Source: an optimization exercise on an open RTL-to-GDS flow (aim: small area). Production flows keep margins and buffers that such runs may drop. The RTL was checked by simulation tests, not by an equivalence proof against the original design.

==> flow/design.v <==
`timescale 1ps / 1ps
module sqrt
#(
    parameter integer D_W = 32
)
(
    input  wire                clk,
    input  wire                rst,
    input  wire                enable,
    input  wire                in_valid,
    input  wire [D_W-1:0]      qin,
    output wire                out_valid,
    output wire [(D_W>>1)-1:0] qout
);
reg [4:0] v;
always @(posedge clk) begin
    if (rst) v <= 5'd0;
    else if (enable) v <= {v[3:0], in_valid};
end
assign out_valid = v[4];
wire [1:0] a0 = qin[31:30];
wire [1:0] t0 = a0 - 2'd1;
wire ge0 = a0 != 2'd0;
wire [0:0] q1 = ge0;
wire [1:0] r1 = ge0 ? t0[1:0] : a0[1:0];
wire [3:0] a1 = {r1, qin[29:28]};
wire [4:0] t1 = {1'b0, a1} - {2'b00, q1, 2'b01};
wire ge1 = ~t1[4];
wire [1:0] q2 = {q1, ge1};
wire [2:0] r2 = ge1 ? t1[2:0] : a1[2:0];
wire [4:0] a2 = {r2, qin[27:26]};
wire [5:0] t2 = {1'b0, a2} - {2'b00, q2, 2'b01};
wire ge2 = ~t2[5];
wire [2:0] q3 = {q2, ge2};
wire [3:0] r3 = ge2 ? t2[3:0] : a2[3:0];
wire [5:0] a3 = {r3, qin[25:24]};
wire [6:0] t3 = {1'b0, a3} - {2'b00, q3, 2'b01};
wire ge3 = ~t3[6];
wire [3:0] q4 = {q3, ge3};
wire [4:0] r4 = ge3 ? t3[4:0] : a3[4:0];
reg [3:0] q_s0;
reg [4:0] r_s0;
reg [23:0] x_s0;
always @(posedge clk) begin
    if (enable) begin
        q_s0 <= q4;
        r_s0 <= r4;
        x_s0 <= qin[23:0];
    end
end
wire [6:0] a4 = {r_s0, x_s0[23:22]};
wire [7:0] t4 = {1'b0, a4} - {2'b00, q_s0, 2'b01};
wire ge4 = ~t4[7];
wire [4:0] q5 = {q_s0, ge4};
wire [5:0] r5 = ge4 ? t4[5:0] : a4[5:0];
wire [7:0] a5 = {r5, x_s0[21:20]};
wire [8:0] t5 = {1'b0, a5} - {2'b00, q5, 2'b01};
wire ge5 = ~t5[8];
wire [5:0] q6 = {q5, ge5};
wire [6:0] r6 = ge5 ? t5[6:0] : a5[6:0];
wire [8:0] a6 = {r6, x_s0[19:18]};
wire [9:0] t6 = {1'b0, a6} - {2'b00, q6, 2'b01};
wire ge6 = ~t6[9];
wire [6:0] q7 = {q6, ge6};
wire [7:0] r7 = ge6 ? t6[7:0] : a6[7:0];
reg [6:0] q_s1;
reg [7:0] r_s1;
reg [17:0] x_s1;
always @(posedge clk) begin
    if (enable) begin
        q_s1 <= q7;
        r_s1 <= r7;
        x_s1 <= x_s0[17:0];
    end
end
wire [9:0] a7 = {r_s1, x_s1[17:16]};
wire [10:0] t7 = {1'b0, a7} - {2'b00, q_s1, 2'b01};
wire ge7 = ~t7[10];
wire [7:0] q8 = {q_s1, ge7};
wire [8:0] r8 = ge7 ? t7[8:0] : a7[8:0];
wire [10:0] a8 = {r8, x_s1[15:14]};
wire [11:0] t8 = {1'b0, a8} - {2'b00, q8, 2'b01};
wire ge8 = ~t8[11];
wire [8:0] q9 = {q8, ge8};
wire [9:0] r9 = ge8 ? t8[9:0] : a8[9:0];
wire [11:0] a9 = {r9, x_s1[13:12]};
wire [12:0] t9 = {1'b0, a9} - {2'b00, q9, 2'b01};
wire ge9 = ~t9[12];
wire [9:0] q10 = {q9, ge9};
wire [10:0] r10 = ge9 ? t9[10:0] : a9[10:0];
reg [9:0] q_s2;
reg [10:0] r_s2;
reg [11:0] x_s2;
always @(posedge clk) begin
    if (enable) begin
        q_s2 <= q10;
        r_s2 <= r10;
        x_s2 <= x_s1[11:0];
    end
end
wire [12:0] a10 = {r_s2, x_s2[11:10]};
wire [13:0] t10 = {1'b0, a10} - {2'b00, q_s2, 2'b01};
wire ge10 = ~t10[13];
wire [10:0] q11 = {q_s2, ge10};
wire [11:0] r11 = ge10 ? t10[11:0] : a10[11:0];
wire [13:0] a11 = {r11, x_s2[9:8]};
wire [14:0] t11 = {1'b0, a11} - {2'b00, q11, 2'b01};
wire ge11 = ~t11[14];
wire [11:0] q12 = {q11, ge11};
wire [12:0] r12 = ge11 ? t11[12:0] : a11[12:0];
reg [11:0] q_s3;
reg [12:0] r_s3;
reg [7:0] x_s3;
always @(posedge clk) begin
    if (enable) begin
        q_s3 <= q12;
        r_s3 <= r12;
        x_s3 <= x_s2[7:0];
    end
end
wire [14:0] a12 = {r_s3, x_s3[7:6]};
wire [15:0] t12 = {1'b0, a12} - {2'b00, q_s3, 2'b01};
wire ge12 = ~t12[15];
wire [12:0] q13 = {q_s3, ge12};
wire [13:0] r13 = ge12 ? t12[13:0] : a12[13:0];
wire [15:0] a13 = {r13, x_s3[5:4]};
wire [16:0] t13 = {1'b0, a13} - {2'b00, q13, 2'b01};
wire ge13 = ~t13[16];
wire [13:0] q14 = {q13, ge13};
wire [14:0] r14 = ge13 ? t13[14:0] : a13[14:0];
reg [13:0] q_s4;
reg [14:0] r_s4;
reg [3:0] x_s4;
always @(posedge clk) begin
    if (enable) begin
        q_s4 <= q14;
        r_s4 <= r14;
        x_s4 <= x_s3[3:0];
    end
end
wire [18:0] a14 = {r_s4, x_s4[3:0]};
wire [19:0] u14_1 = {1'b0, a14} - {2'b00, q_s4, 3'b001};
wire [19:0] u14_2 = {1'b0, a14} - {1'b0, q_s4, 4'b0100};
wire [19:0] u14_3 = {1'b0, a14} - {1'b0, q_s4, 4'b1001} - {2'b00, q_s4, 3'b000};
wire c14_1 = ~u14_1[19];
wire c14_2 = ~u14_2[19];
wire c14_3 = ~u14_3[19];
wire [1:0] d14 = {c14_2, c14_3 | (c14_1 & ~c14_2)};
wire [15:0] q16 = {q_s4, d14};
assign qout = q16;
endmodule
export LEC_CHECK = 0
export CAP_MARGIN = 20
export CORE_MARGIN = 2
export CORE_UTILIZATION = 40
export SLEW_MARGIN = 20
create_clock -name core_clock -period 5.0 [get_ports {clk}]
run.sh (not shown) runs the stock make flow with config.mk's settings and CLKGATE_MAP_FILE= SYNTH_SCRIPT=/design/flow/synth_recipe.tcl, a recipe that flattens the netlist after the stock synthesis.
The first run completed, yet does not pass: setup timing.
==> next run, changes <==
==> flow/flow/run.sh (new file) <==
#!/bin/bash
# Own layout flow: the standard ORFS flow with two changes.
#  1. Synthesis is synth_recipe.tcl (the standard synthesis) except that its
#     ABC pass uses flow/area.abc, an area-oriented mapping script (dch +
#     map -a, then ABC's usual timing-driven buffering and sizing), instead of
#     ORFS's abc_speed.script.  Registers are not touched by ABC.
#  2. The port buffers are the smallest buffer cell (buf_1).
# Every tool's output goes to run.log here; ORFS's per-step logs stay under
# orfs/logs/.
set -euo pipefail
cd "$(dirname "$0")/.."
work=$(pwd)
cat > my_synth.tcl <<EOT
proc abc {args} {
  set i [lsearch -exact \$args -script]
  if {\$i >= 0} { lset args [expr {\$i + 1}] $work/flow/area.abc }
  yosys abc {*}\$args
}
source $work/synth_recipe.tcl
EOT
bash standard.sh SYNTH_SCRIPT=$work/my_synth.tcl \
  BUFFER_PORTS_ARGS="-buffer_cell sky130_fd_sc_hd__buf_1" finish > run.log 2>&1
==> flow/flow/area.abc (new file) <==
strash
dch
map -a
topo
stime -c
buffer -c
upsize -c
dnsize -c
==> flow/standard.sh (new file) <==
#!/bin/bash
# synth_recipe.tcl (not shown) runs the flow's synth.tcl, then flattens the netlist and writes it again
# the make line also repeats each setting of config.mk as NAME=value (left out here)
make -C /OpenROAD-flow-scripts/flow DESIGN_CONFIG=/design/flow/config.mk WORK_HOME=/design/flow/orfs CLKGATE_MAP_FILE= SYNTH_SCRIPT=/design/flow/synth_recipe.tcl "${@:-finish}"
- CTS_BUF_LIST: not set -> sky130_fd_sc_hd__clkbuf_8
- GPL_TIMING_DRIVEN: not set -> 0
removed: flow/run.sh
After rerunning: The changed run finished with timing, DRC and antenna clean; global-route usage falls by 2.7 points; setup slack improves by 0.44 ns; wire length fell by about a fifth.
==> next run, changes <==
- GPL_TIMING_DRIVEN: 0 -> not set
What happened: Register-to-register slack gets better by 0.02 ns; clock skew grows by 0.0040 ns; setup slack gets better by 0.022 ns.

-- what the ideal ports hide --
Ports are ideal in the flow. The routed layouts listed here were re-timed in OpenROAD.
Step 1, drivers: a clkbuf_16 drives clk and a buf_2 each remaining input, both assumed.
Step 2, shift: input delay + t, output delay - t, t = (earliest + latest rising clock arrival at the registers) / 2. This alone moves slack from input paths to output paths.
Slacks: no drivers / after step 1 / after step 2; pairs: no drivers / after step 1.
run | shift t [ns] | slack for setup (ns) | worst setup path after step 2 | slew at the worst register clock pin (ns) | pins driven straight from the clock port
the first run | 0.479 | -0.198 / -0.198 / -0.198 | register to register | 0.08 / 0.08 | 1
the second run | 0.502 | 0.239 / 0.239 / 0.239 | register to register | 0.10 / 0.10 | 1
the third run | 0.509 | 0.261 / 0.261 / 0.261 | register to register | 0.12 / 0.12 | 1
